What follows belongs to an exercise in optimizing a design on an open flow for small area, a short achievable clock period and few clock cycles; a production flow would make more cautious choices.
At most, simulation tests tie the RTL to the original design; equivalence was not proved.
No functional check of the RTL was part of runs 2 to 5.

<file path="flow/design.v">
module divider (
    input div_clk, reset,
    input div,
    input div_signed,
    input [31:0] x, y,
    input use_mod,
    output [31:0] div_result,
    output div_ok
);
    wire [31:0] s;
    wire [31:0] r;
    wire complete;
    wire div0_err;
    assign div_result = use_mod ? r : s;
    assign div_ok = complete || !div;
    srt_divider my_srt(
        .srt_clk(div_clk),
        .reset(reset),
        .div(div),
        .div_signed(div_signed),
        .dividend(x), .divisor(y), .Q(s), .rem(r),
        .complete(complete),
        .div_zero_err(div0_err)
    );
endmodule
module srt_divider (
    input srt_clk,
    input div,
    input reset,
    input div_signed,
    input [31:0] dividend,
    input [31:0] divisor,
    output reg complete,
    output reg div_zero_err,
    output reg [31:0] Q,
    output reg [31:0] rem
);
    reg [1:0] status;
    localparam WAITING   = 2'b00;
    localparam NORMALIZE = 2'b01;
    localparam DIVIDING  = 2'b10;
    localparam FINISHED  = 2'b11;
    reg [32:0] S; 
    reg [32:0] D, mD;
    wire [32:0] SpD  = S + D;
    wire [32:0] SpmD = S + mD;
    reg [5:0] counter, rounds, shifter;
    wire Q_is_neg, S_is_neg, D_is_neg, R_is_neg;
    assign Q_is_neg = div_signed & (dividend[31] ^ divisor[31]);
    assign S_is_neg = div_signed & dividend[31];
    assign D_is_neg = div_signed & divisor[31];
    assign R_is_neg = S_is_neg;
    reg q_sign, rem_sign;
    wire [5:0] s_zero, s_one, d_zero;
    wire [5:0] delta_zero = d_zero - s_zero;
    leading0_detector div_s0(
        .data(S[31:0]),
        .zero_count(s_zero)
    );
    leading0_detector norm_d(
        .data({D[31] | D[32], D[30:0]}),
        .zero_count(d_zero)
    );
    wire [31:0] ulp = {31'd0, S[32]};
    reg [31:0] posQ, negQ;  
    always @(posedge srt_clk) begin
        if(reset | complete) begin
            complete <= 1'b0;
            status <= WAITING;
            S  <= 33'd0;
            D  <= 33'd0;
            mD <= 33'd0;
            q_sign  <= 1'b0;
            rem_sign<= 1'b0;
            counter <= 6'd0;
            rounds  <= 6'd0;
            div_zero_err <= 1'b0;
            posQ <= 32'd0;
            negQ <= 32'd0;
        end else if(div) begin
            case(status)
                WAITING: begin 
                    status <= NORMALIZE;
                    S <= S_is_neg ? {1'b0, -dividend} : {1'b0, dividend};
                    D <= D_is_neg ? {1'b0, -divisor } : {1'b0,  divisor};
                    q_sign   <= Q_is_neg;
                    rem_sign <= R_is_neg;
                    complete <= 1'b0;
                    posQ <= 32'd0;
                    negQ <= 32'd0;
                    counter <= 6'd0;
                    rounds  <= 6'd0;
                    div_zero_err <= 1'b0;
                end
                NORMALIZE: begin
                    if(d_zero == 6'd32) begin: divide_zero_error
                        div_zero_err <= 1'b1;
                        complete <= 1'b1;
                        status <= WAITING;
                    end else if (delta_zero[5]) begin
                        complete <= 1'b1;
                        status <= WAITING;
                        rem <= dividend;
                        Q <= 32'd0;
                    end begin
                        S  <=  S   << s_zero;
                        D  <=  D   << d_zero;
                        mD <= (-D) << d_zero;
                        posQ    <= 32'd0;
                        negQ    <= 32'd0;
                        shifter <= s_zero;
                        counter <= 6'd0;
                        rounds  <= delta_zero;
                        status  <= DIVIDING;
                    end
                end
                DIVIDING: begin
                    if(counter == rounds) begin
                        case(S[32:31])
                            2'b11: begin
                                posQ <= {posQ[30:0], 1'b0};
                                negQ <= {negQ[30:0], 1'b0};
                            end
                            2'b00: begin
                                posQ <= {posQ[30:0], 1'b0};
                                negQ <= {negQ[30:0], 1'b0};
                            end
                            2'b01: begin: q_1_last
                                S    <= SpmD;
                                posQ <= {posQ[30:0], 1'b1};
                                negQ <= {negQ[30:0], 1'b0};
                            end
                            2'b10: begin: q_m1_last
                                S    <= SpD;
                                posQ <= {posQ[30:0], 1'b0};
                                negQ <= {negQ[30:0], 1'b1};
                            end
                        endcase
                        status <= FINISHED;
                    end else begin
                        counter <= counter + 6'd1;
                        case(S[32:31])
                            2'b11: begin
                                S    <= {S[31:0],    1'b0};
                                posQ <= {posQ[30:0], 1'b0};
                                negQ <= {negQ[30:0], 1'b0};
                            end
                            2'b00: begin
                                S    <= {S[31:0],    1'b0};
                                posQ <= {posQ[30:0], 1'b0};
                                negQ <= {negQ[30:0], 1'b0};
                            end
                            2'b01: begin: q_1
                                S    <= {SpmD[31:0], 1'b0};
                                posQ <= {posQ[30:0], 1'b1};
                                negQ <= {negQ[30:0], 1'b0};
                            end
                            2'b10: begin: q_m1
                                S    <= {SpD[31:0] , 1'b0};
                                posQ <= {posQ[30:0], 1'b0};
                                negQ <= {negQ[30
                                :0], 1'b1};
                            end
                        endcase
                    end
                end
                FINISHED: begin
                    complete <= 1'b1;
                    rem <= rem_sign ? -((S[32] ? (S+D) : S) >> (rounds + shifter)) : ((S[32] ? (S+D) : S) >> (rounds + shifter));
                    Q <= q_sign ? (negQ - posQ + ulp) : (posQ - negQ - ulp);
                    S <= {1'b0, dividend};
                    D <= {1'b0, divisor };
                    mD <= 33'd0;
                    status <= WAITING;
                end
            endcase
        end
    end
endmodule
module leading0_detector(
    input [31:0] data,
    output reg [5:0] zero_count
);
    wire [31:0] x;
    assign x = data;
    always @* begin
    case(x[31:16])
        16'd0: begin  
            case(x[15:8]) 
                8'd0: begin  
                    case(x[7:4])
                        4'd0: begin  
                            case(x[3:2])
                            2'b00: begin  
                                if(x[1] == 1'b1) zero_count = 6'd30;
                                else if(x[0] == 1'b1) zero_count = 6'd31;
                                else zero_count = 6'd32;
                            end
                            default: begin  
                                if(x[3] == 1'b1) zero_count = 6'd28;
                                else zero_count = 6'd29;
                            end
                            endcase
                        end
                        default: begin  
                            case(x[7:6])
                            2'b00: begin  
                                if(x[5] == 1'b1) zero_count = 6'd26;
                                else zero_count = 6'd27;
                            end
                            default:begin  
                                if(x[7] == 1'b1) zero_count = 6'd24;
                                else zero_count = 6'd25;
                            end
                            endcase
                        end
                    endcase
                end
                default: begin  
                    case(x[15:12])
                        4'd0: begin  
                            case(x[11:10])
                            2'b00: begin  
                                if(x[9] == 1'b1) zero_count = 6'd22;
                                else zero_count = 6'd23;
                            end
                            default:begin  
                                if(x[11] == 1'b1) zero_count = 6'd20;
                                else zero_count = 6'd21;
                            end
                            endcase
                        end
                        default: begin 
                            case(x[15:14])
                            2'b00: begin  
                                if(x[13] == 1'b1) zero_count = 6'd18;
                                else zero_count = 6'd19;
                            end
                            default:begin  
                                if(x[15] == 1'b1) zero_count = 6'd16;
                                else zero_count = 6'd17;
                            end
                            endcase
                        end
                    endcase
                end
            endcase
        end
        default: begin  
            case(x[31:24])
                8'd0: begin  
                    case(x[23:20])
                        4'd0: begin  
                            case(x[19:18])
                            2'b00: begin  
                                if(x[17] == 1'b1) zero_count = 6'd14;
                                else zero_count = 6'd15;
                            end
                            default: begin  
                                if(x[19] == 1'b1) zero_count = 6'd12;
                                else zero_count = 6'd13;
                            end
                            endcase
                        end
                        default: begin 
                            case(x[23:22])
                            2'b00: begin  
                                if(x[21] == 1'b1) zero_count = 6'd10;
                                else zero_count = 6'd11;
                            end
                            default:begin  
                                if(x[23] == 1'b1) zero_count = 6'd8;
                                else zero_count = 6'd9;
                            end
                            endcase
                        end
                    endcase
                end
                default: begin  
                    case(x[31:28])
                        4'd0: begin 
                            case(x[27:26])
                            2'b00: begin  
                                if(x[25] == 1'b1) zero_count = 6'd6;
                                else zero_count = 6'd7;
                            end
                            default:begin  
                                if(x[27] == 1'b1) zero_count = 6'd4;
                                else zero_count = 6'd5;
                            end
                            endcase
                        end
                        default: begin 
                            case(x[31:30])
                            2'b00: begin  
                                if(x[29] == 1'b1) zero_count = 6'd2;
                                else zero_count = 6'd3;
                            end
                            default:begin  
                                if(x[31] == 1'b1) zero_count = 6'd0;
                                else zero_count = 6'd1;
                            end
                            endcase
                        end
                    endcase
                end
            endcase
        end
    endcase
    end
endmodule
</file>
<file path="flow/run.sh">
#!/bin/bash
# synth_recipe.tcl (not shown) runs the flow's synth.tcl, then flattens the netlist and writes it again
# the make line also repeats each setting of config.mk as NAME=value (left out here)
make -C /OpenROAD-flow-scripts/flow DESIGN_CONFIG=/design/flow/config.mk WORK_HOME=/design/flow/orfs CLKGATE_MAP_FILE= SYNTH_SCRIPT=/design/flow/synth_recipe.tcl finish
</file>
<file path="flow/config.mk">
export PLATFORM = sky130hd
export DESIGN_NAME = divider
export DESIGN_NICKNAME = divider
export VERILOG_FILES = /design/flow/design.v
export SDC_FILE = /design/flow/constraint.sdc
export NUM_CORES = 4
export LEC_CHECK = 0
export CAP_MARGIN = 20
export CORE_MARGIN = 2
export CORE_UTILIZATION = 40
export SLEW_MARGIN = 20
</file>
<file path="flow/constraint.sdc">
create_clock -name core_clock -period 8.0 [get_ports {div_clk}]
set_input_delay 1.6000 -clock core_clock [delete_from_list [all_inputs] [get_ports {div_clk}]]
set_output_delay 1.6000 -clock core_clock [all_outputs]
set_load 0.01 [all_outputs]
</file>
==> reports/results.txt, run 1 <==
The flow ran to the end and the layout has no timing, DRC or antenna violations. The worst hold endpoint was my_srt.posQ[12]. The largest driver fanout on the critical path works out to 14.

The core region is 76,100 um2. Number of post-CTS setup repair buffers: 0. On the critical path, the stage with the largest delay is an instance of sky130_fd_sc_hd__or4b_1. The delay of the slowest cell on the worst path is 0.82 ns, and the aggregate global-route resource usage is 0.331. The tools report the setup slack after placement as 1.57 ns. Max-cap violations in this run came to 0. For this run, the top clock speed supported by timing is 0.152 GHz. Buffers inserted during clock tree synthesis total 35.

For this design, the sink count on the clock tree is 250. The tools report the core utilization of the finished layout as 0.445. The startpoint of the worst-slack reg-to-reg timing path is my_srt.S[0]. The worst register-to-register path ends at my_srt.rem[23]. In the routed layout, each cell is associated on average with a via count of 6.56.

The full die area is 79,300 um2. The run gives 0 as the count of pins over their slew limit. For the final database, setup skew stands at 0.0387 ns.

The post-synthesis net count came out at 4,519. In this run the deepest clock path goes through 3 buffers. Input and output buffers added on the ports amount to 101. TritonCTS built the clock tree. The worst slew slack as a fraction of its limit was 0.269. The worst hold path begins at my_srt.posQ[12]. Summed over all layers, the global routing overflow is 0. The logs give 9 for the number of search-and-repair iterations in the first detailed-routing pass and 6.97 ns for the data arrival time of the worst path. During I/O placement, the number of pins put on the boundary was 102. The tools report the number of vias in the routed layout as 34,290.

The area of the mapped netlist was 30,800 um2. The fraction of layout instances using a drive strength above 1 works out to 0.0708. The number of cells on the worst reg-to-reg path is 16. The category of cells accounting for the largest share of critical-path delay was simple AND/OR/NAND/NOR gates. Once routing completed, OpenROAD measured the worst setup slack at 1.43 ns. The async set-reset flop share out of synthesis was 0. The class of the most critical hold timing path was register to register. For this block, the routed nets add up to 135 mm of wire.

The critical path buffer and inverter count was 0; the number of enable-type register cells in the synthesized netlist was 70. The clock reaches the later pin of the worst-skew pair after 0.59 ns. After the last flow step, the layout net total stands at 4,427. In the final routed layout, each cell accounts on average for 25.9 um.

Entering global routing, the biggest net connects 80 pins. STA puts the critical path data required time at 8.40 ns. STA classifies the critical path endpoint as a register. The chip height was 282 um; the post-synthesis to final-layout area growth was 9.82%. For the sequential element share of the synthesized area, the log shows 0.185. For flop-to-flop paths, the worst setup slack is 1.43 ns.

The wire length of the first global-routing pass is 202 mm. For this run, design rule violations remaining after detail routing come to 0. The post-cts gate resize count is 0. The final antenna-violating net count is 0. The root buffer cell chosen for the clock tree is sky130_fd_sc_hd__clkbuf_16. The tools report the initial antenna violation count as 6. Commonest register cell after synthesis: sky130_fd_sc_hd__dfxtp_1.

The number of hold buffers added after CTS was 0. The worst hold path passes through 2 cells. Synthesis inferred 250 register bits. Subtracting the final worst setup slack from the clock period gives 6.57 ns. The critical path class is register to register. Synthesis produced 4,263 cells. The average footprint of a synthesized cell is 7.23 um2.

The worst setup path is launched from a register. Number of global-route vias before repair: 31,783. For the pin with the worst max-slew slack, the measured transition is 1.09 ns. The first routing iteration left 4,058 violations. The HPWL after detailed placement is 103 mm. Walking the worst path, the cells encountered are ha_1 > fa_1 > a211oi_1 > o21ai_1 > a31oi_1 > xnor2_1 > o22ai_1 > nor2_1 > mux4_2 > a222oi_1 > nor2_1 > nand3b_1 > or4b_1 > or4_4 > or4_1 > o311ai_1. The die width is 282 um. The tools report the initial core utilization as 0.405. The dominant cell type by count on the critical path is sky130_fd_sc_hd__nor2_1. Clock-pin slew was measured on the worst setup and hold paths at 0.06 ns. The final-report hold violation count came out at 0.

The total of warnings raised by yosys came out at 2. Setup violations remaining at the end of the flow were counted as 0. The tools report the number of placement rows as 101. The tools report the total negative setup slack as 0 ns. Setup repair after global routing left no endpoint under its margin.

At the end of routability-driven placement, the weighted congestion stood at 1.02. CTS built an H-tree with a depth of 2. The final clock period utilization by the worst path works out to 0.822. The number of different library cells used by synthesis comes to 95.
## synth_stat cells (55+ instances only)
cell	n	area [um2]
sky130_fd_sc_hd__nor2_1	419	1570
sky130_fd_sc_hd__nand2_1	424	1590
sky130_fd_sc_hd__clkbuf_1	262	983
sky130_fd_sc_hd__a21o_1	55	413
sky130_fd_sc_hd__ha_1	180	2250
sky130_fd_sc_hd__mux2i_1	173	1730
sky130_fd_sc_hd__inv_1	174	653
sky130_fd_sc_hd__nand3_1	163	816
sky130_fd_sc_hd__mux2_2	67	754
sky130_fd_sc_hd__xnor2_1	127	1110
sky130_fd_sc_hd__a31oi_1	59	369
sky130_fd_sc_hd__nor3_1	110	551
sky130_fd_sc_hd__edfxtp_1	70	2100
sky130_fd_sc_hd__a21oi_1	384	1920
sky130_fd_sc_hd__a211oi_1	92	691
sky130_fd_sc_hd__o211ai_1	73	548
sky130_fd_sc_hd__dfxtp_1	180	3600
sky130_fd_sc_hd__o21ai_0	249	1250
sky130_fd_sc_hd__xor2_1	83	727
## sequential cells by signal, summed over array words and instances (netlist names)
| name | count |
|---|---|
| my_srt.rem_sign | 1 |
| my_srt.status | 2 |
| my_srt.shifter | 6 |
| my_srt.complete | 1 |
| my_srt.counter | 6 |
| my_srt.D | 33 |
| my_srt.posQ | 32 |
| my_srt.S | 33 |
| my_srt.mD | 33 |
| my_srt.q_sign | 1 |
| my_srt.Q | 32 |
| my_srt.negQ | 32 |
| my_srt.rem | 32 |
| my_srt.rounds | 6 |
## cell families (layout without fill, tap and decap cells)
group / Yosys count / after routing / synth area share
mux: 254 / 254 / 0.0909
flops: 250 / 250 / 0.185
buf+inv: 503 / 437 / 0.0617
xor+xnor: 210 / 210 / 0.0597
compound gates: 1448 / 1448 / 0.315
simple gates: 1411 / 1411 / 0.210
fa+ha+maj: 187 / 187 / 0.0776
other cells: 0 / 1 / 0
## worst min-delay path: stages, from the launching register on
cell and delay [ns]:
sky130_fd_sc_hd__dfxtp_1 0.32, sky130_fd_sc_hd__nand2_1 0.05, sky130_fd_sc_hd__a21oi_1 0.05
## routing by layer
metal | vias to the layer above | GRT usage | share of wire
li1 | 15750 | - | -
met1 | 16173 | 0.438 | 0.41
met2 | 1917 | 0.500 | 0.42
met3 | 442 | 0.0639 | 0.096
met4 | 8 | 0.195 | 0.068
met5 | - | 0 | 0.00034
## per-stage QoR
stage                     cells  hold slack, ns  instance area [um2]
after floorplan            4263           0.432                30800
after global placement     5163           0.452                32700
after global routing       5227           0.481                33800
final                      5228           0.465                33900
after detailed placement   5163           0.461                32700
after CTS                  5226           0.470                33800
## final cells by class
cell class | count | area [um2]
Antenna cell | 1 | 2.50
Clock buffer | 53 | 983
Clock inverter | 10 | 105
Fill cell | 7860 | 42200
Inverter | 183 | 687
Multi-Input combinational cell | 3510 | 23400
Sequential cell | 250 | 5710
Tap cell | 1030 | 1290
Timing Repair Buffer | 191 | 1720
## how the worst max path moves through the flow
stage	slack (ns)	end	depth (start not counted)	start
final	1.43	my_srt.rem[23]	16	my_srt.S[0]
after global routing	1.08	my_srt.rem[23]	16	my_srt.S[0]
after CTS	1.54	my_srt.rem[23]	16	my_srt.S[0]
after detailed placement	1.57	my_srt.rem[23]	16	my_srt.S[0]
after global placement	1.65	my_srt.rem[23]	16	my_srt.S[0]
after floorplan	1.66	my_srt.Q[0]	21	my_srt.S[27]
## layout by cell type (no fill, tap or decap), types with 32 or more instances in the layout
cell,count
sky130_fd_sc_hd__a211oi_1,92
sky130_fd_sc_hd__a21o_1,55
sky130_fd_sc_hd__a21oi_1,384
sky130_fd_sc_hd__a221oi_1,41
sky130_fd_sc_hd__a22oi_1,50
sky130_fd_sc_hd__a31oi_1,58
sky130_fd_sc_hd__buf_4,88
sky130_fd_sc_hd__clkbuf_16,35
sky130_fd_sc_hd__clkdlybuf4s50_1,101
sky130_fd_sc_hd__dfxtp_1,178
sky130_fd_sc_hd__edfxtp_1,70
sky130_fd_sc_hd__ha_1,176
sky130_fd_sc_hd__inv_1,173
sky130_fd_sc_hd__mux2_2,67
sky130_fd_sc_hd__mux2i_1,173
sky130_fd_sc_hd__nand2_1,423
sky130_fd_sc_hd__nand2b_1,35
sky130_fd_sc_hd__nand3_1,162
sky130_fd_sc_hd__nand4_1,45
sky130_fd_sc_hd__nor2_1,418
sky130_fd_sc_hd__nor3_1,107
sky130_fd_sc_hd__o211ai_1,73
sky130_fd_sc_hd__o21a_1,47
sky130_fd_sc_hd__o21ai_0,247
sky130_fd_sc_hd__o31ai_1,41
sky130_fd_sc_hd__or3_1,32
sky130_fd_sc_hd__xnor2_1,124
sky130_fd_sc_hd__xor2_1,82
Testbench counts, summed over its fixed seeds: cycles 33,445.
==> inputs of run 2 (changes only) <==
==> flow/design.v (replaced) <==
module divider (
    input div_clk, reset,
    input div,
    input div_signed,
    input [31:0] x, y,
    input use_mod,
    output [31:0] div_result,
    output div_ok
);
    localparam IDLE = 2'd0, NORM = 2'd1, ITER = 2'd2, DONE = 2'd3;
    reg  [1:0]  state;
    reg         done;
    reg  [32:0] V;       
    reg  [32:0] D;       
    reg  [31:0] A, B;    
    reg  [4:0]  cnt;
    reg         xneg, yneg, qneg, mod, sub;
    assign div_ok     = done;
    assign div_result = mod ? V[31:0] : A;
    wire [31:0] xa = V[31:0] ^ {32{xneg}};    
    wire [31:0] ya = D[31:0] ^ {32{yneg}};    
    wire [5:0]  xz, yz;
    wire        xall0, yall0;
    lzc32 lzx (.a(xa), .z(xz), .all0(xall0));
    lzc32 lzy (.a(ya), .z(yz), .all0(yall0));
    wire xp = xneg & ~|(~V[31:1] & V[30:0]);
    wire yp = yneg & ~|(~D[31:1] & D[30:0]);
    wire [5:0]  cx = xz - {5'd0, xp};         
    wire [5:0]  cy = yz - {5'd0, yp};         
    wire [6:0]  dd = {1'b0, cy} - {1'b0, cx};
    wire        trivial = dd[6] | (cy == 6'd32);    
    wire [32:0] Dsh = D << dd[4:0];
    wire [32:0] T = V + D + {32'd0, sub};
    wire [32:0] zs = (V ^ D) ^ {(V[31:0] | D[31:0]), 1'b0};
    wire        Z  = sub ? (V == ~D) : ~|zs;
    wire        acc = xneg ? (T[32] | Z) : ~T[32];
    wire [31:0] M = qneg ? B : A;
    always @(posedge div_clk) begin
        if (reset) begin
            state <= IDLE;
            done  <= 1'b0;
        end else begin
            case (state)
                IDLE: if (div) state <= NORM;
                NORM: if (trivial) begin
                          state <= DONE;
                          done  <= 1'b1;
                      end else
                          state <= ITER;
                ITER: if (cnt == 5'd0) begin
                          state <= DONE;
                          done  <= 1'b1;
                      end
                DONE: begin
                          state <= IDLE;
                          done  <= 1'b0;
                      end
            endcase
        end
    end
    always @(posedge div_clk) begin
        case (state)
            IDLE: begin
                V    <= {div_signed & x[31], x};
                D    <= {div_signed & y[31], y};
                xneg <= div_signed & x[31];
                yneg <= div_signed & y[31];
                qneg <= div_signed & (x[31] ^ y[31]);
                sub  <= ~(div_signed & (x[31] ^ y[31]));
                mod  <= use_mod;
                A    <= 32'd0;
                B    <= 32'hffffffff;
            end
            NORM: begin
                D   <= Dsh ^ {33{sub}};
                cnt <= dd[4:0];
            end
            ITER: begin
                if (acc) V <= T;
                D <= {D[32], D[32:1]};
                A <= acc ? {M[30:0], 1'b1} : {A[30:0], 1'b0};
                B <= acc ? {M[30:0], 1'b0} : {B[30:0], 1'b1};
                cnt <= cnt - 5'd1;
            end
            default: ;
        endcase
    end
endmodule
module lzc32 (
    input  [31:0] a,
    output [5:0]  z,
    output        all0
);
    wire [15:0] v1; wire [15:0] c1;           
    wire [7:0]  v2; wire [15:0] c2;           
    wire [3:0]  v3; wire [11:0] c3;           
    wire [1:0]  v4; wire [7:0]  c4;           
    genvar i;
    generate
        for (i = 0; i < 16; i = i + 1) begin : g1
            assign v1[i] = a[2*i+1] | a[2*i];
            assign c1[i] = ~a[2*i+1];
        end
        for (i = 0; i < 8; i = i + 1) begin : g2
            assign v2[i] = v1[2*i+1] | v1[2*i];
            assign c2[2*i+1:2*i] = v1[2*i+1] ? {1'b0, c1[2*i+1]} : {1'b1, c1[2*i]};
        end
        for (i = 0; i < 4; i = i + 1) begin : g3
            assign v3[i] = v2[2*i+1] | v2[2*i];
            assign c3[3*i+2:3*i] = v2[2*i+1] ? {1'b0, c2[4*i+3:4*i+2]} : {1'b1, c2[4*i+1:4*i]};
        end
        for (i = 0; i < 2; i = i + 1) begin : g4
            assign v4[i] = v3[2*i+1] | v3[2*i];
            assign c4[4*i+3:4*i] = v3[2*i+1] ? {1'b0, c3[6*i+5:6*i+3]} : {1'b1, c3[6*i+2:6*i]};
        end
    endgenerate
    assign all0 = ~(v4[1] | v4[0]);
    assign z = all0 ? 6'd32 : (v4[1] ? {2'b00, c4[7:4]} : {2'b01, c4[3:0]});
endmodule
--- a/flow/config.mk
+++ b/flow/config.mk
@@ -5,7 +5,9 @@
 export SDC_FILE = /design/flow/constraint.sdc
 export NUM_CORES = 4
 export LEC_CHECK = 0
+export ABC_CLOCK_PERIOD_IN_PS = 2500
 export CAP_MARGIN = 20
 export CORE_MARGIN = 2
 export CORE_UTILIZATION = 40
+export SETUP_SLACK_MARGIN = 5
 export SLEW_MARGIN = 20
==> run 2 against run 1 <==
Clock skew fell by 0.025 ns. Non-clock buffer count grew 192. Fmax increased by 22%. Final area shrank 41%. Die area is 54% lower. Critical endpoint is now D[31].
==> reports/results.txt, run 2 <==
The run finished with no timing, DRC or antenna violations. The logs give 0 (unchanged) for the final antenna-violating net count and 5.49 mm (-58%) for the met3 layer wire length in the routed design. For the core utilization of the finished layout, the log shows 0.574 (+0.129). The sequential element share of the synthesized area was 0.302 (+0.117); the maximum operating frequency was 0.186 GHz (+22%). Average footprint of a synthesized cell: 8.99 um2 (+24%). The logs give 0 (unchanged) for the final-report setup violation count and 0.46 ns (-0.13 ns) for the latest clock arrival within the worst-skew pair. Among all cell types in the netlist, the one instantiated most often is sky130_fd_sc_hd__nand2_1.

The routed wire length per instance works out to 24.3 um (-6.2%). The total routed wire length on the met1 layer is 22.9 mm (-59%), and the clock input transition at the sequential cells of the worst setup and hold paths is 0.06 ns (about the same). The number of placement rows is 68 (-33%).

The net count reported at finish is 2,005 (-55%), and the routed wire length is 56.4 mm (-58%). STA classifies the critical path endpoint as a register. The tools report the clock buffer count from CTS as 17 (-51%). The largest registers in the layout are D (33), V (33), A (32). The half-perimeter wire length of the detailed placement result was 32.7 mm (-68%). The critical path class was register to register. The total clock sinks is 142 (-43%), and the post-synthesis net count is 1,711 (-62%). The wire length of the first global-routing pass is 81.5 mm (-60%). The logs give 10,200 um2 (-56%) for the area of combinational cells with multiple inputs and 14,000 um2 (-55%) for the area of the mapped netlist. The initial antenna violation count is 1 (-5), and the final clock period utilization by the worst path is 0.673 (-0.149).

The async set-reset flop share out of synthesis works out to 0 (unchanged). The commonest cells after synthesis are sky130_fd_sc_hd__nand2_1 (191), sky130_fd_sc_hd__edfxtp_1 (139), sky130_fd_sc_hd__inv_1 (120). The fraction of layout instances using a drive strength above 1 came out at 0.347 (+0.276).

For the gate count after technology mapping, the log shows 1,559 (-63%). The total I/O pin count is 102 (unchanged). Initial core utilization: 0.406 (about the same). The number of search-and-repair iterations in the first detailed-routing pass is 7 (-2).

The count of cell types in the netlist was 91 (-4.2%). The tools report the largest net degree at the start of global routing as 106 (+33%).

Summed over all instances, the cell type with the most area after synthesis is sky130_fd_sc_hd__edfxtp_1. The post-cts hold buffer count is 0 (unchanged). The logs give 0 (unchanged) for the residual overflow from global routing and 13,527 (-57%) for the number of global-route vias before repair.

The number of register bits inferred by synthesis is 142 (-43%). The max-capacitance violation count is 0 (unchanged), and the detailed router's first-iteration violation count is 1,645 (-59%). The tools report the total of warnings raised by yosys as 1 (-1). The die width is 191 um (-32%).

For the number of vias in the routed layout, the log shows 14,398 (-58%). The area growth from synthesis to layout is 41.5%. The filler cell count is 2,938 (-63%), and the final-report hold violation count is 0 (unchanged). Aggregate global-route resource usage: 0.296 (-0.0353). The tools report the detailed-route DRC error count as 0 (unchanged).

For the CTS H-tree depth, the log shows 4 (+2). STA classifies the critical path startpoint as a register. Leaving out fill and tap cells, the most frequent cell in the layout is sky130_fd_sc_hd__buf_4. The tools report the placer's final routability congestion estimate as 0.927 (-9.5%). Setup repair after global routing could not meet its margin everywhere.

The cell sitting at the root of the clock tree is a sky130_fd_sc_hd__clkbuf_16. The count of pins over their slew limit is 0 (unchanged). The final worst clock skew is 0.0138 ns (-0.0248 ns). The number of inserted diodes came out at 0 (-1). The top cell types in the final layout, fill and taps aside, are sky130_fd_sc_hd__buf_4 (183), sky130_fd_sc_hd__nand2_1 (182), sky130_fd_sc_hd__edfxtp_1 (139).

Top metal layer carrying routed signals: met5. The data arrival time of the worst path was 5.55 ns (-1.42 ns).

The logs give 8.17 ns (-0.23 ns) for the worst endpoint required time and 24.9 mm (-56%) for the sum of met2 wire segment lengths after detailed routing. The area taken by flip-flops and latches is 4230 um2 (-26%). The worst slew slack as a fraction of its limit came out at 0.318 (+0.0496). The tools report the total negative setup slack as 0 ns (unchanged). The path class of the tightest hold or removal check is register to register.

The tools report the full die area as 36,500 um2 (-54%). TritonCTS built the clock tree. The number of enable-type register cells in the synthesized netlist is 139 (+99%), and the post-route minimum period is 5.38 ns (-1.19 ns).

The core region area was 34,500 um2 (-55%). Via count normalized by instance count: 6.21 (-5.4%). After synthesis, the cell types taking the most area are sky130_fd_sc_hd__edfxtp_1 (30%), sky130_fd_sc_hd__mux2i_1 (7.8%), sky130_fd_sc_hd__ha_1 (7.1%). The chip height is 191 um (-32%). The largest buffer count on any clock path is 2 (-1).

The commonest register cell after synthesis is sky130_fd_sc_hd__edfxtp_1. The area fraction of the dominant cell type after synthesis was 0.298 (+0.181). The largest driver fanout on the critical path was 11 (-3); the slew at the pin closest to its max-slew limit was 1.02 ns (-0.0665 ns).

The port buffer count is 101 (unchanged).
## run 2: cell types whose count changed after synthesis, sizes merged, moves of 69 or more
| cell | previous run | this run |
|---|---|---|
| dfxtp | 180 | 3 |
| nor2 | 419 | 80 |
| xnor2 | 127 | 57 |
| clkbuf | 263 | 93 |
| o21ai | 272 | 62 |
| ha | 180 | 80 |
| a211oi | 94 | 15 |
| nor3 | 110 | 35 |
| edfxtp | 70 | 139 |
| nand2 | 424 | 191 |
| a21oi | 385 | 96 |
| nand3 | 163 | 55 |
## run 2: cell families after synthesis
| group | Yosys count | synth area share |
|---|---|---|
| adders and majority gates | 83 | 0.0757 |
| and+or+nand+nor | 452 | 0.154 |
| AOI/OAI and AO/OA | 359 | 0.178 |
| DFF | 142 | 0.302 |
| muxes | 189 | 0.159 |
| xor gates and xnor gates | 96 | 0.0638 |
| buffers and inverters | 238 | 0.0674 |
## run 2: cell type report
cell class | count | area share
tap | 455 | 0.0287
multi-input combinational | 1186 | 0.514
timing repair buffer | 383 | 0.193
clock inverter | 14 | 0.00486
sequential | 142 | 0.214
inverter | 123 | 0.0244
clock buffer | 17 | 0.0215
## run 2: worst max-delay path: stages (launching register included)
cell,delay [ns]
sky130_fd_sc_hd__edfxtp_1,0.48
sky130_fd_sc_hd__buf_6,0.17
sky130_fd_sc_hd__nand2b_4,0.06
sky130_fd_sc_hd__a21oi_4,0.06
sky130_fd_sc_hd__o221ai_2,0.20
sky130_fd_sc_hd__a21oi_2,0.09
sky130_fd_sc_hd__nor3_2,0.14
sky130_fd_sc_hd__a21oi_2,0.06
sky130_fd_sc_hd__a21oi_1,0.14
sky130_fd_sc_hd__o21ai_1,0.08
sky130_fd_sc_hd__a211oi_1,0.22
sky130_fd_sc_hd__a21oi_1,0.08
sky130_fd_sc_hd__nor2_1,0.11
sky130_fd_sc_hd__o21ai_1,0.09
sky130_fd_sc_hd__ha_2,0.34
sky130_fd_sc_hd__inv_2,0.05
sky130_fd_sc_hd__ha_4,0.16
sky130_fd_sc_hd__fa_4,0.86
sky130_fd_sc_hd__buf_12,0.13
sky130_fd_sc_hd__buf_4,0.12
sky130_fd_sc_hd__buf_12,0.14
sky130_fd_sc_hd__mux4_2,0.33
sky130_fd_sc_hd__a211oi_1,0.31
sky130_fd_sc_hd__a21oi_2,0.11
sky130_fd_sc_hd__mux2i_1,0.27
sky130_fd_sc_hd__xnor2_1,0.16
sky130_fd_sc_hd__o221ai_1,0.12
## run 2: worst paths after layout
check	endpoint	startpoint	cells after the start	slack [ns]
worst max-delay path	D[31]	V[1]	26	2.62
worst min-delay path	done	done	2	0.52
worst max register to register	D[31]	V[1]	26	2.62
worst min register to register	done	done	2	0.52
## run 2: repair_timing
item	CTS	global route
pin swaps	68	79
hold endpoints to repair	0	0
endpoints found under the setup margin	191	192
cloned	14	2
resized for setup	382	120
setup buffers	210	51
## run 2: metal layers
layer	global-route usage	vias to the layer above
li1	-	6316
met1	0.401	6922
met2	0.459	939
met3	0.0571	217
met4	0.132	4
met5	0	-
## run 2: stage by stage
stage	worst slack, ns	cell area, um2	hold slack, ns	cells
2_1_floorplan	3.19	14400	0.523	1559
3_3_place_gp	1.62	15400	0.515	2012
3_5_place_dp	1.62	15400	0.522	2012
4_1_cts	2.81	18800	0.541	2267
5_1_grt	2.49	19800	0.577	2320
6_report	2.62	19800	0.518	2320
==> inputs of run 3 (changes only) <==
--- a/flow/design.v
+++ b/flow/design.v
@@ -17,20 +17,21 @@
     reg         xneg, yneg, qneg, mod, sub;
     assign div_ok     = done;
     assign div_result = mod ? V[31:0] : A;
-    wire [31:0] xa = V[31:0] ^ {32{xneg}};    
-    wire [31:0] ya = D[31:0] ^ {32{yneg}};    
-    wire [5:0]  xz, yz;
+    wire        sx = div_signed & x[31];
+    wire        sy = div_signed & y[31];
+    wire [5:0]  xz_in, yz_in;
     wire        xall0, yall0;
-    lzc32 lzx (.a(xa), .z(xz), .all0(xall0));
-    lzc32 lzy (.a(ya), .z(yz), .all0(yall0));
-    wire xp = xneg & ~|(~V[31:1] & V[30:0]);
-    wire yp = yneg & ~|(~D[31:1] & D[30:0]);
-    wire [5:0]  cx = xz - {5'd0, xp};         
-    wire [5:0]  cy = yz - {5'd0, yp};         
-    wire [6:0]  dd = {1'b0, cy} - {1'b0, cx};
-    wire        trivial = dd[6] | (cy == 6'd32);    
+    lzc32 lzx (.a(x ^ {32{sx}}), .z(xz_in), .all0(xall0));
+    lzc32 lzy (.a(y ^ {32{sy}}), .z(yz_in), .all0(yall0));
+    wire        xp_in = sx & ~|(~x[31:1] & x[30:0]);
+    wire        yp_in = sy & ~|(~y[31:1] & y[30:0]);
+    reg  [5:0]  xz, yz;
+    reg         xp, yp;
+    wire [6:0]  dd = {1'b0, yz} + {1'b1, ~xz} + {6'd0, xp} + {6'd0, ~yp};
+    wire        trivial = dd[6] | (yz[5] & ~yp);    
     wire [32:0] Dsh = D << dd[4:0];
-    wire [32:0] T = V + D + {32'd0, sub};
+    wire [33:0] Tc = {V, 1'b1} + {D, sub};
+    wire [32:0] T = Tc[33:1];
     wire [32:0] zs = (V ^ D) ^ {(V[31:0] | D[31:0]), 1'b0};
     wire        Z  = sub ? (V == ~D) : ~|zs;
     wire        acc = xneg ? (T[32] | Z) : ~T[32];
@@ -68,6 +69,10 @@
                 qneg <= div_signed & (x[31] ^ y[31]);
                 sub  <= ~(div_signed & (x[31] ^ y[31]));
                 mod  <= use_mod;
+                xz   <= xz_in;
+                yz   <= yz_in;
+                xp   <= xp_in;
+                yp   <= yp_in;
                 A    <= 32'd0;
                 B    <= 32'hffffffff;
             end
==> flow/config.mk (replaced) <==
export PLATFORM = sky130hd
export DESIGN_NAME = divider
export DESIGN_NICKNAME = divider
export VERILOG_FILES = /design/flow/design.v
export SDC_FILE = /design/flow/constraint.sdc
export NUM_CORES = 4
export LEC_CHECK = 0
export CAP_MARGIN = 20
export CORE_MARGIN = 2
export CORE_UTILIZATION = 40
export SETUP_SLACK_MARGIN = 4
export SLEW_MARGIN = 20
==> run 3 against run 2 <==
Still clean on timing, DRC and antenna. Utilization down 11 points. Non-clock buffer count down 261. Area after synthesis up 3.7%. Die area up 3.6%. Routed wire length down 23%. Hold slack better by 0.014 ns. Fmax up 37%. Final area down 17%. Critical path type is now input pin to register. Highest routed layer is now met4.
==> reports/results.txt, run 3 <==
The run finished with no timing, DRC or antenna violations. Half-perimeter wire length of the detailed placement result: 32.4 mm (-0.66%). The average footprint of a synthesized cell was 8.95 um2 (-0.40%). The leading cell type in the layout, fill and taps excluded is sky130_fd_sc_hd__nor2_1.

Routed wire length: 43.6 mm (-23%). The tools report the area of combinational cells with multiple inputs as 9040 um2 (-11%). The wire length of the first global-routing pass is 67.9 mm (-17%).

For the final worst clock skew, the log shows 0.0131 ns (-0.000746 ns). The run gives 0.46 ns (about the same) as the latest clock arrival within the worst-skew pair. Yosys attributes the largest share of cell area to sky130_fd_sc_hd__edfxtp_1 (31%), sky130_fd_sc_hd__mux2i_1 (8.4%), sky130_fd_sc_hd__ha_1 (7.1%).

The run gives 14,500 um2 (+3.7%) as the area of the mapped netlist. Total negative setup slack: 0 ns (unchanged). The largest driver fanout on the critical path was 9 (-2).

The number of global-route vias before repair is 11,797 (-13%). The max-capacitance violation count was 0 (unchanged). The final clock period utilization by the worst path came out at 0.491 (-0.182).

The routed wire length per instance came out at 20.5 um (-16%). The synthesized design spends more area on one cell type than any other, namely sky130_fd_sc_hd__edfxtp_1. The library cells used most frequently in the layout, excluding fill and tap cells, are sky130_fd_sc_hd__nor2_1 (177), sky130_fd_sc_hd__nand2_1 (165), sky130_fd_sc_hd__edfxtp_1 (152).

The via count normalized by instance count is 5.75 (-7.4%), and the detailed-route DRC error count is 0 (unchanged). The fraction of layout instances using a drive strength above 1 was 0.110 (-0.236). TritonCTS built the clock tree. The logs give 16,500 um2 (-17%) for the total non-filler cell area in the finished layout and 0.407 (+0.00184) for the initial core utilization. The slew at the pin closest to its max-slew limit was 0.875 ns (-0.147 ns); the total I/O pin count was 102 (unchanged). The tools report the count of pins over their slew limit as 0 (unchanged). The clock input transition at the sequential cells of the worst setup and hold paths came out at 0.06 ns (about the same). Critical path class: input pin to register. The buffer type at the clock tree root was sky130_fd_sc_hd__clkbuf_16. The data arrival time of the worst path was 4.12 ns (-1.43 ns); the count of cell types in the netlist was 84 (-7.7%). The final antenna-violating net count was 0 (unchanged). In the final layout, the registers with the most flip-flops are D (33), V (33), A (32). For the filler cell count, the log shows 3,436 (+17%). Startpoint type of the worst setup path: an input pin. The run gives 0 (unchanged) as the number of inserted diodes. The async set-reset flop share out of synthesis is 0 (unchanged), and the number of placement rows is 69 (+1.5%). The total of warnings raised by yosys was 1 (unchanged). The final-report setup violation count was 0 (unchanged); the number of register bits inferred by synthesis was 155 (+9.2%).

The placer's final routability congestion estimate came out at 0.908 (-2.0%). The logs give 5 (-2) for the number of search-and-repair iterations in the first detailed-routing pass and 15,700 um2 (+1.9%) for the placed instance area. The initial antenna violation count is 0 (-1). The sequential element share of the synthesized area came out at 0.318 (+0.0161).

Setup repair after global routing could not meet its margin everywhere. The post-synthesis net count is 1,777 (+3.9%), and the delay of the slowest cell on the worst path is 0.68 ns (-0.18 ns). The core region area came out at 35,700 um2 (+3.2%). The commonest register cell after synthesis is sky130_fd_sc_hd__edfxtp_1. The area fraction of the dominant cell type after synthesis is 0.314 (+0.0163), and the residual overflow from global routing is 0 (unchanged).

The full die area was 37,900 um2 (+3.6%); the CTS H-tree depth was 4 (unchanged). Gate count after technology mapping: 1,623 (+4.1%).

The aggregate global-route resource usage is 0.231 (-0.0649), and the post-synthesis to final-layout area growth is 13.3%. The largest net degree at the start of global routing came out at 78 (-26%). For the total clock sinks, the log shows 155 (+9.2%). The worst endpoint required time is 8.19 ns (+0.02 ns).

The path class of the tightest hold or removal check is register to register. The run gives 1,807 (-9.9%) as the net count reported at finish. The clock buffer count from CTS was 17 (unchanged). The number of enable-type register cells in the synthesized netlist was 152 (+9.4%); the die width was 195 um (+1.8%). The tools report the final-report hold violation count as 0 (unchanged).

STA classifies the critical path endpoint as a register. Worst slew slack as a fraction of its limit: 0.417 (+0.0983). Maximum operating frequency: 0.255 GHz (+37%). The smallest hold slack was 0.532 ns (+0.0144 ns). The detailed router's first-iteration violation count is 1,163 (-29%), and the post-route minimum period is 3.93 ns (-1.45 ns).

The chip height was 195 um (+1.8%). Among all stages on the critical path, the largest delay is contributed by sky130_fd_sc_hd__clkdlybuf4s50_1. The port buffer count was 101 (unchanged). Yosys instantiated no cell more often than sky130_fd_sc_hd__nor2_1. Sorting the synthesized cells by how often they occur yields sky130_fd_sc_hd__nor2_1 (177), sky130_fd_sc_hd__nand2_1 (169), sky130_fd_sc_hd__edfxtp_1 (152). For the number of vias in the routed layout, the log shows 12,226 (-15%).

Walking the worst path, the cells encountered are clkdlybuf4s50_1 > or3_1 > o22ai_1 > nand2_1 > or3_1 > nor3_1 > nor3_1. For the area taken by flip-flops and latches, the log shows 4620 um2 (+9.2%). Largest buffer count on any clock path: 2 (unchanged).
==> run 3: cell types whose count changed after synthesis, moves of 22 or more <==
cell | before | now
sky130_fd_sc_hd__nor2_1 | 79 | 177
sky130_fd_sc_hd__o221ai_1 | 28 | 4
sky130_fd_sc_hd__nand3_1 | 55 | 32
sky130_fd_sc_hd__a22oi_1 | 5 | 35
sky130_fd_sc_hd__nand2_1 | 191 | 169
sky130_fd_sc_hd__clkbuf_1 | 93 | 51
==> run 3: per-layer routing <==
metal	part of all wire	GRT usage	up-vias
met1	0.46	0.315	5893
met5	0	0	-
met2	0.46	0.367	385
li1	-	-	5897
met3	0.068	0.0552	51
met4	0.017	0.0632	0
==> run 3: worst paths after layout <==
path | startpoint | end | slack, ns | cells past startpoint
max | x[23] | xz[1] | 4.07 | 7
max reg2reg | yz[0] | D[24] | 4.10 | 12
min reg2reg | done | done | 0.53 | 2
min | done | done | 0.53 | 2
==> run 3: cell type report <==
cell class,count,share of cell area
multi-input cells,1240,0.550
well taps,461,0.0351
clock inverters,15,0.00852
repair buffers,122,0.0731
clock buffers,17,0.0259
inverters,117,0.0268
flip-flops and latches,155,0.281
==> run 3: worst max-delay path: cells and delay by family <==
family / cells / cell delay (ns)
buffers and inverters: 1 / 0.68
AOI/OAI and AO/OA: 1 / 0.24
and+or+nand+nor: 5 / 1.60
==> run 3: kinds of logic after synthesis <==
group | after synthesis | synth area share
multiplexers | 203 | 0.163
adder cells (fa/ha/maj) | 85 | 0.0748
buffers and inverters | 229 | 0.0706
XOR/XNOR | 102 | 0.0630
flip-flops | 155 | 0.318
AO/OA/AOI/OAI | 339 | 0.152
AND/OR/NAND/NOR | 510 | 0.159
==> run 3: metrics by stage <==
step / setup slack, ns / cells / util
after floorplan: 4.34 / 1623 / -
after global placement: 3.02 / 2089 / 0.440
after detailed placement: 2.84 / 2089 / 0.440
after CTS: 3.99 / 2123 / 0.457
after global routing: 3.98 / 2127 / 0.462
final: 4.07 / 2127 / 0.462
==> run 3: repair_timing <==
item | CTS | global route
buffers inserted | 2 | 3
gates cloned | 0 | 1
pin swaps | 1 | 15
setup endpoints to repair | 69 | 54
resized for setup | 10 | 29
hold buffers | 0 | 0
==> inputs of run 4 (changes only) <==
--- a/flow/config.mk
+++ b/flow/config.mk
@@ -8,5 +8,5 @@
 export CAP_MARGIN = 20
 export CORE_MARGIN = 2
 export CORE_UTILIZATION = 40
-export SETUP_SLACK_MARGIN = 4
+export SETUP_SLACK_MARGIN = 0
 export SLEW_MARGIN = 20
==> run 4 against run 3 <==
Sequential cell count is the same. Fmax fell by 17%. Routed wire length shrank 1.1%. Register-to-register slack worse by 0.40 ns. Count of clock-buffer cells in the layout stayed put. Critical path depth rose by 3. Still clean on timing, DRC and antenna. Synthesized cell count did not move. Highest routed layer unchanged. Via count down 1.2%.
==> reports/results.txt, run 4 <==
The flow ran to the end and the layout has no timing, DRC or antenna violations. The worst endpoint required time came out at 8.19 ns (about the same). The tools report the net count reported at finish as 1,801 (-0.33%).

The worst hold path begins at done. Total clock sinks: 155 (unchanged). TritonCTS built the clock tree. For hold timing, the worst endpoint is done. The maximum operating frequency is 0.212 GHz (-17%), and the routed wire length per instance is 20.3 um (-0.82%). The wire length of the first global-routing pass was 67.5 mm (-0.53%); the fraction of layout instances using a drive strength above 1 was 0.0946 (-0.0159).

Post-synthesis to final-layout area growth: 11.9%. The via count normalized by instance count is 5.70 (-0.90%), and the clock input transition at the sequential cells of the worst setup and hold paths is 0.06 ns (about the same). The tools report the capture point of the worst reg-to-reg path as D[24]. For the CTS H-tree depth, the log shows 4 (unchanged). The leading cell type in the layout, fill and taps excluded was sky130_fd_sc_hd__nor2_1. The number of placement rows came out at 69 (unchanged). The tools report the area of the mapped netlist as 14,500 um2 (unchanged).

The number of search-and-repair iterations in the first detailed-routing pass was 5 (unchanged); the largest buffer count on any clock path was 2 (unchanged). The post-cts hold buffer count came out at 0 (unchanged). The final-report hold violation count came out at 0 (unchanged). The run gives 0 (-2) as the number of post-CTS setup repair buffers.

The chip height is 195 um (unchanged), and the max-capacitance violation count is 0 (unchanged). The slew at the pin closest to its max-slew limit is 0.994 ns (+0.119 ns). The run gives 2.84 ns (unchanged) as the setup slack after placement.

The largest registers in the layout are D (33), V (33), A (32). The tools report the count of pins over their slew limit as 0 (unchanged). The latest clock arrival within the worst-skew pair is 0.46 ns (about the same), and the number of inserted diodes is 0 (unchanged). For the placer's final routability congestion estimate, the log shows 0.908 (unchanged). The tools report the post-synthesis net count as 1,777 (unchanged). Core region area: 35,700 um2 (unchanged).

The hold path depth was 2 (unchanged); the full die area was 37,900 um2 (unchanged). Detailed router's first-iteration violation count: 1,104 (-5.1%). The post-route minimum period came out at 4.73 ns (+0.798 ns). The most used flip-flop cell after synthesis is sky130_fd_sc_hd__edfxtp_1. The critical path class was input pin to register.

The largest driver fanout on the critical path came out at 19 (+10). The port buffer count is 101 (unchanged), and the initial antenna violation count is 0 (unchanged). Ranked by total cell area, the synthesized netlist is headed by sky130_fd_sc_hd__edfxtp_1 (31%), sky130_fd_sc_hd__mux2i_1 (8.4%), sky130_fd_sc_hd__ha_1 (7.1%).

For the final antenna-violating net count, the log shows 0 (unchanged). The tightest min-delay check is of the register to register type. The tree is rooted in a sky130_fd_sc_hd__clkbuf_16.

Setup repair after global routing left no endpoint under its margin. The logs give 0 (unchanged) for the detailed-route DRC error count and 0.407 (unchanged) for the initial core utilization. The number of register bits inferred by synthesis is 155 (unchanged), and the die width is 195 um (unchanged). The routed wire length was 43.1 mm (-1.1%). In the layout the commonest cells are sky130_fd_sc_hd__nor2_1 (177), sky130_fd_sc_hd__nand2_1 (169), sky130_fd_sc_hd__edfxtp_1 (152). The startpoint identified for the worst register-to-register timing path is yz[0]. Biggest area consumer among synthesized cells: sky130_fd_sc_hd__edfxtp_1.

The run gives 1,623 (unchanged) as the gate count after technology mapping. The number of enable-type register cells in the synthesized netlist came out at 152 (unchanged). The tools report the startpoint type of the worst setup path as an input pin. The final clock period utilization by the worst path works out to 0.591 (+0.0997). The core utilization of the finished layout is 0.456 (-0.00551), and the final worst-path setup slack is 3.27 ns (-0.798 ns). The run gives 32.4 mm (unchanged) as the half-perimeter wire length of the detailed placement result. The average footprint of a synthesized cell is 8.95 um2 (unchanged). The clock buffer count from CTS came out at 17 (unchanged). The area fraction of the dominant cell type after synthesis was 0.314 (unchanged); the register-to-register setup slack was 3.70 ns (-0.40 ns). By count the netlist is led by sky130_fd_sc_hd__nor2_1 (177), sky130_fd_sc_hd__nand2_1 (169), sky130_fd_sc_hd__edfxtp_1 (152). The post-cts gate resize count was 0 (-10); the depth of the most critical reg-to-reg path was 11 (-1). The tools report the final worst clock skew as 0.0133 ns (+0.000218 ns). Among all cell types in the netlist, the one instantiated most often is sky130_fd_sc_hd__nor2_1. The logs give 0.338 (-0.0792) for the worst slew slack as a fraction of its limit and 0.230 (-0.00154) for the aggregate global-route resource usage. The total I/O pin count is 102 (unchanged). The run gives 78 (unchanged) as the largest net degree at the start of global routing. The total negative setup slack is 0 ns (unchanged), and the total of warnings raised by yosys is 1 (unchanged). The run gives 3,447 (+0.32%) as the filler cell count. The residual overflow from global routing was 0 (unchanged). The count of cell types in the netlist is 84 (unchanged), and the async set-reset flop share out of synthesis is 0 (unchanged). For the final-report setup violation count, the log shows 0 (unchanged). The data arrival time of the worst path is 4.92 ns (+0.80 ns), and the sequential element share of the synthesized area is 0.318 (unchanged). For the number of global-route vias before repair, the log shows 11,751 (-0.39%). The endpoint kind of the worst setup timing path was a register.

The tools report the number of vias in the routed layout as 12,082 (-1.2%).
run 4: cell counts after synthesis:
Identical to the previous run, type by type.
run 4: layout make-up:
cell class	instances	area (um2)	area share
Clock inverter	15	140	0.00862
Sequential cell	155	4620	0.284
Inverter	117	439	0.0270
Timing Repair Buffer	117	1130	0.0696
Multi-Input combinational cell	1239	8920	0.549
Tap cell	461	577	0.0355
Clock buffer	17	425	0.0262
run 4: per-stage QoR:
step / instance area, um2 / std cells / hold slack, ns
6_report: 16300 / 2121 / 0.532
3_3_place_gp: 15700 / 2089 / 0.521
5_1_grt: 16300 / 2121 / 0.561
3_5_place_dp: 15700 / 2089 / 0.525
4_1_cts: 16300 / 2121 / 0.541
2_1_floorplan: 14500 / 1623 / 0.515
run 4: metal layers:
metal | vias to the layer above | global-route usage | wire (um)
li1 | 5879 | - | -
met1 | 5785 | 0.312 | 19800
met2 | 367 | 0.365 | 19800
met3 | 51 | 0.0550 | 2740
met4 | 0 | 0.0627 | 790
met5 | - | 0 | 0
run 4: how the worst max path moves through the flow:
stage	from	end	slack, ns	cells after the start
after floorplan	yz[0]	D[26]	4.34	13
after global placement	div_signed	xz[1]	3.02	10
after detailed placement	div_signed	xz[1]	2.84	10
after CTS	div_signed	xz[1]	3.35	10
after global routing	div_signed	xz[1]	3.02	10
final	div_signed	xz[1]	3.27	10
run 4: critical path, stage by stage:
cell,delay [ns]
sky130_fd_sc_hd__clkdlybuf4s50_1,0.68
sky130_fd_sc_hd__nand2_1,0.56
sky130_fd_sc_hd__clkinv_1,0.59
sky130_fd_sc_hd__o22ai_1,0.43
sky130_fd_sc_hd__nor2b_1,0.35
sky130_fd_sc_hd__a211oi_1,0.14
sky130_fd_sc_hd__o221ai_1,0.24
sky130_fd_sc_hd__a221oi_1,0.13
sky130_fd_sc_hd__a21oi_1,0.14
sky130_fd_sc_hd__nor3_1,0.06
run 4: cells by family after synthesis:
logic type               after synthesis  synth area share
adder cells (fa/ha/maj)               85            0.0748
XOR/XNOR                             102            0.0630
AO/OA/AOI/OAI                        339             0.152
AND/OR/NAND/NOR                      510             0.159
multiplexers                         203             0.163
buffers and inverters                229            0.0706
flip-flops                           155             0.318
==> inputs of run 5 (changes only) <==
--- a/flow/design.v
+++ b/flow/design.v
@@ -12,9 +12,9 @@
     reg         done;
     reg  [32:0] V;       
     reg  [32:0] D;       
-    reg  [31:0] A, B;    
+    reg  [31:0] A;       
     reg  [4:0]  cnt;
-    reg         xneg, yneg, qneg, mod, sub;
+    reg         xneg, qneg, mod, sub;
     assign div_ok     = done;
     assign div_result = mod ? V[31:0] : A;
     wire        sx = div_signed & x[31];
@@ -35,7 +35,6 @@
     wire [32:0] zs = (V ^ D) ^ {(V[31:0] | D[31:0]), 1'b0};
     wire        Z  = sub ? (V == ~D) : ~|zs;
     wire        acc = xneg ? (T[32] | Z) : ~T[32];
-    wire [31:0] M = qneg ? B : A;
     always @(posedge div_clk) begin
         if (reset) begin
             state <= IDLE;
@@ -65,7 +64,6 @@
                 V    <= {div_signed & x[31], x};
                 D    <= {div_signed & y[31], y};
                 xneg <= div_signed & x[31];
-                yneg <= div_signed & y[31];
                 qneg <= div_signed & (x[31] ^ y[31]);
                 sub  <= ~(div_signed & (x[31] ^ y[31]));
                 mod  <= use_mod;
@@ -73,18 +71,18 @@
                 yz   <= yz_in;
                 xp   <= xp_in;
                 yp   <= yp_in;
-                A    <= 32'd0;
-                B    <= 32'hffffffff;
             end
             NORM: begin
+                if (qneg & acc) V <= T;
+                qneg <= qneg & acc;
+                A    <= {32{qneg & acc}};
                 D   <= Dsh ^ {33{sub}};
                 cnt <= dd[4:0];
             end
             ITER: begin
                 if (acc) V <= T;
                 D <= {D[32], D[32:1]};
-                A <= acc ? {M[30:0], 1'b1} : {A[30:0], 1'b0};
-                B <= acc ? {M[30:0], 1'b0} : {B[30:0], 1'b1};
+                A <= {A[30:0], acc ^ qneg};
                 cnt <= cnt - 5'd1;
             end
             default: ;
--- a/flow/config.mk
+++ b/flow/config.mk
@@ -8,5 +8,5 @@
 export CAP_MARGIN = 20
 export CORE_MARGIN = 2
 export CORE_UTILIZATION = 40
-export SETUP_SLACK_MARGIN = 0
+export SETUP_SLACK_MARGIN = 5
 export SLEW_MARGIN = 20
==> run 5 against run 4 <==
Sequential cell count fell by 31. Critical path type is now register to register. Routed wire length rose by 12%. Still clean. Sequential share of layout area fell by 7.0 points. First-iteration DRC count rose by 32%. Cell count fell by 3.5%. Utilization rose by 11 points. Die area fell by 15%. Hold slack improved by 0.012 ns. Via count rose by 3.4%. Clock skew rose by 0.0040 ns.
==> reports/results.txt, run 5 <==
The run finished with no timing, DRC or antenna violations. In the post-synthesis netlist, the cell with the most instances is sky130_fd_sc_hd__nand2_1. The commonest register cell after synthesis was sky130_fd_sc_hd__edfxtp_1. The aggregate global-route resource usage came out at 0.280 (+0.0506). The tools report the final antenna-violating net count as 0 (unchanged).

Setup repair after global routing could not meet its margin everywhere. The logs give 4.04 ns (-0.88 ns) for the data arrival time of the worst path and 68 (-19%) for the count of cell types in the netlist. The slew at the pin closest to its max-slew limit works out to 1.18 ns (+0.185 ns). Residual overflow from global routing: 0 (unchanged). The logs give 124 (-20%) for the total clock sinks and 12,300 um2 (-16%) for the area of the mapped netlist.

The run gives 1 (unchanged) as the total of warnings raised by yosys. The class of the most critical hold timing path was register to register. The clock input transition at the sequential cells of the worst setup and hold paths was 0.07 ns (about the same).

The endpoint kind of the worst setup timing path was a register. The dominant combinational cell family by area after synthesis is compound AO/OA/AOI/OAI gates. The max-capacitance violation count was 0 (unchanged).

The area fraction of the dominant cell type after synthesis was 0.296 (-0.0181); the adder-cell share of the synthesized area was 0.0895 (+0.0148). The full die area is 32,100 um2 (-15%). Post-route minimum period: 3.86 ns (-0.872 ns). Biggest area consumer among synthesized cells: sky130_fd_sc_hd__edfxtp_1.

The placer's final routability congestion estimate is 0.942 (+3.7%). The total negative setup slack was 0 ns (unchanged); the post-synthesis net count was 1,592 (-10%). The delay of the slowest cell on the worst path was 0.85 ns (+0.17 ns); the average footprint of a synthesized cell was 8.54 um2 (-4.6%).

STA classifies the critical path startpoint as a register. The gate count after technology mapping came out at 1,437 (-11%). The register-to-register setup slack was 4.14 ns (+0.44 ns). The library cell used most frequently in the layout, excluding fill and tap cells, is sky130_fd_sc_hd__nand2_1. The number of placement rows came out at 64 (-7.2%). The largest registers in the layout are D (33), V (33), A (32). The routed wire length per instance was 23.5 um (+16%); the final clock period utilization by the worst path was 0.482 (-0.109).

The detailed-route DRC error count is 0 (unchanged), and the maximum operating frequency is 0.259 GHz (+23%). The initial core utilization was 0.403 (-0.00412). In the post-synthesis netlist, the biggest area contributors are sky130_fd_sc_hd__edfxtp_1 (30%), sky130_fd_sc_hd__ha_1 (8.5%), sky130_fd_sc_hd__xnor2_1 (5.9%). The number of register bits inferred by synthesis came out at 124 (-20%). The CTS H-tree depth is 4 (unchanged).

The post-cts hold buffer count is 0 (unchanged). The critical path is of the register to register type. After synthesis, the most frequently instantiated cells are sky130_fd_sc_hd__nand2_1 (165), sky130_fd_sc_hd__nor2_1 (122), sky130_fd_sc_hd__edfxtp_1 (121). The run gives 30,400 um2 (-15%) as the core region area.

The sequential element share of the synthesized area is 0.301 (-0.0174). The multiplexer fraction of the synthesized cell area was 0.115 (-0.0480). The category of cells accounting for the largest share of critical-path delay was adder cells. The tools report the filler cell count as 2,720 (-21%). The net count reported at finish was 1,793 (-0.44%); the number of search-and-repair iterations in the first detailed-routing pass was 6 (+1). The fraction of layout instances using a drive strength above 1 came out at 0.353 (+0.259). For the final-report hold violation count, the log shows 0 (unchanged).

The number of inserted diodes came out at 0 (unchanged). The number of global-route vias before repair came out at 11,163 (-5.0%). The largest individual stage delay along the critical path comes from the cell sky130_fd_sc_hd__fa_4. The chip height was 179 um (-7.9%). For the number of vias in the routed layout, the log shows 12,491 (+3.4%). The worst slew slack as a fraction of its limit was 0.213 (-0.124). The largest driver fanout on the critical path is 11 (-8).

The xor-xnor portion of the synthesized cell area was 0.0735 (+0.0105). The die width is 179 um (-7.9%), and the routed wire length is 48.1 mm (+12%). The final-report setup violation count is 0 (unchanged). The critical path buffer and inverter count is 3 (+1), and the via count normalized by instance count is 6.11 (+7.2%). TritonCTS built the clock tree. The top cell types in the final layout, fill and taps aside, are sky130_fd_sc_hd__nand2_1 (153), sky130_fd_sc_hd__buf_4 (130), sky130_fd_sc_hd__edfxtp_1 (121).

The wire length of the first global-routing pass came out at 67.0 mm (-0.76%). Relative to the synthesized area, the layout overhead comes to 40.5%. The final worst clock skew is 0.0173 ns (+0.00404 ns), and the latest clock arrival within the worst-skew pair is 0.45 ns (about the same). The detailed router's first-iteration violation count is 1,455 (+32%).

The tools report the count of pins over their slew limit as 0 (unchanged). The port buffer count is 101 (unchanged). The largest buffer count on any clock path came out at 2 (unchanged).

The total I/O pin count is 102 (unchanged). For the worst endpoint required time, the log shows 8.19 ns (about the same). The half-perimeter wire length of the detailed placement result was 29.6 mm (-8.9%); the placed instance area was 13,700 um2 (-12%). The number of enable-type register cells in the synthesized netlist was 121 (-20%). Share of the synthesized area in compound gates (AO/OA/AOI/OAI): 0.183 (+0.0314). The run gives 2 (+2) as the initial antenna violation count.

The async set-reset flop share out of synthesis is 0 (unchanged), and the largest net degree at the start of global routing is 75 (-3.8%). The run gives 17,200 um2 (+6.1%) as the total non-filler cell area in the finished layout. For the clock buffer count from CTS, the log shows 17 (unchanged).

Basic-gate share of the synthesized area counting and, or, nand and nor cells: 0.170 (+0.0111). The critical path goes through inv_2 > fa_1 > inv_1 > ha_2 > fa_4 > buf_12 > mux4_2 > nand2_1 > nand2_1 > nor2_1 > a211oi_1 > a31oi_1 > xnor2_1 > a221oi_2 > nor2_1. The buffer type at the clock tree root is sky130_fd_sc_hd__clkbuf_16.
## run 5: area by class of cell
class / instances / area, um2 / share of cell area
clock inverters: 12 / 125 / 0.00725
repair inverters: 1 / 7.51 / 0.000435
multi-input cells: 1105 / 9410 / 0.545
flip-flops and latches: 124 / 3690 / 0.214
repair buffers: 271 / 2630 / 0.152
well taps: 396 / 495 / 0.0287
inverters: 118 / 458 / 0.0266
clock buffers: 19 / 433 / 0.0251
## run 5: cells by family (layout without fill, tap and decap cells)
kind of cell	Yosys count	after routing
simple gates	455	460
xor+xnor	103	104
buf+inv	218	421
fa+ha+maj	86	86
flops	124	124
compound gates	338	342
mux	113	113
## run 5: final timing paths
| path | to | startpoint | cells past startpoint |
|---|---|---|---|
| worst min-delay path | A[23] | A[22] | 2 |
| worst min register to register | A[23] | A[22] | 2 |
| worst max register to register | D[19] | xp | 15 |
| worst max-delay path | D[19] | xp | 15 |
## run 5: per-layer routing
| layer | wire length, um | vias up | track usage |
|---|---|---|---|
| met2 | 21500 | 686 | 0.425 |
| met1 | 19500 | 6028 | 0.386 |
| met5 | 0 | - | 0 |
| li1 | - | 5641 | - |
| met3 | 4670 | 136 | 0.0534 |
| met4 | 2420 | 0 | 0.127 |
## run 5: what timing repair did
| item | 4_1_cts | 5_1_grt |
|---|---|---|
| buffers inserted | 65 | 88 |
| gates resized for setup | 371 | 257 |
| setup endpoints to repair | 162 | 158 |
| pin swaps | 56 | 79 |
| cloned | 9 | 6 |
## run 5: tightest hold or removal path, cell delays in order (launching register included)
cell and delay, ns:
sky130_fd_sc_hd__edfxtp_1 0.34, sky130_fd_sc_hd__nand2_1 0.05, sky130_fd_sc_hd__nand2_1 0.05
## run 5: per-stage QoR
| step | hold slack [ns] | cells | utilization | setup slack, ns |
|---|---|---|---|---|
| after CTS | 0.506 | 1952 | 0.513 | 4.16 |
| after detailed placement | 0.498 | 1847 | 0.451 | 3.19 |
| after global routing | 0.568 | 2046 | 0.567 | 4.00 |
| after global placement | 0.497 | 1847 | 0.451 | 3.29 |
| after floorplan | 0.515 | 1437 | - | 4.64 |
| final | 0.544 | 2046 | 0.567 | 4.14 |

[port drivers added, routing unchanged]
The flow's constraints put no driver on any port. The routed layouts listed below were extracted and timed again, unchanged, in two steps. Step 1 assumes that a clkbuf_16 drives the clock port and a buf_2 every other input. Step 2 adds t to the input delays and takes it off the output delays; t is the mean of the earliest and latest rising clock arrival at the registers after step 1. Input paths then give back, and output paths get back, about the clock's delay inside the block. Slacks: ideal ports / drivers / drivers and shift; pairs: ideal ports / drivers.
run | t (ns) | slack for setup (ns) | slew at the worst register clock pin (ns) | worst slew at a driven data input, ns
run 1 | 0.649 | 1.427 / 1.427 / 1.427 | 0.07 / 0.07 | 0.07
run 2 | 0.511 | 2.617 / 2.617 / 2.617 | 0.07 / 0.07 | 0.06
run 3 | 0.508 | 4.071 / 4.098 / 3.594 | 0.07 / 0.07 | 0.06
run 4 | 0.510 | 3.273 / 3.307 / 2.797 | 0.07 / 0.07 | 0.06
run 5 | 0.484 | 4.145 / 4.145 / 4.145 | 0.07 / 0.07 | 0.06
After both steps every run listed still meets setup and hold. For run 3, which loses most, drivers alone change the setup slack by +0.027 ns; drivers and shift together by -0.477 ns.
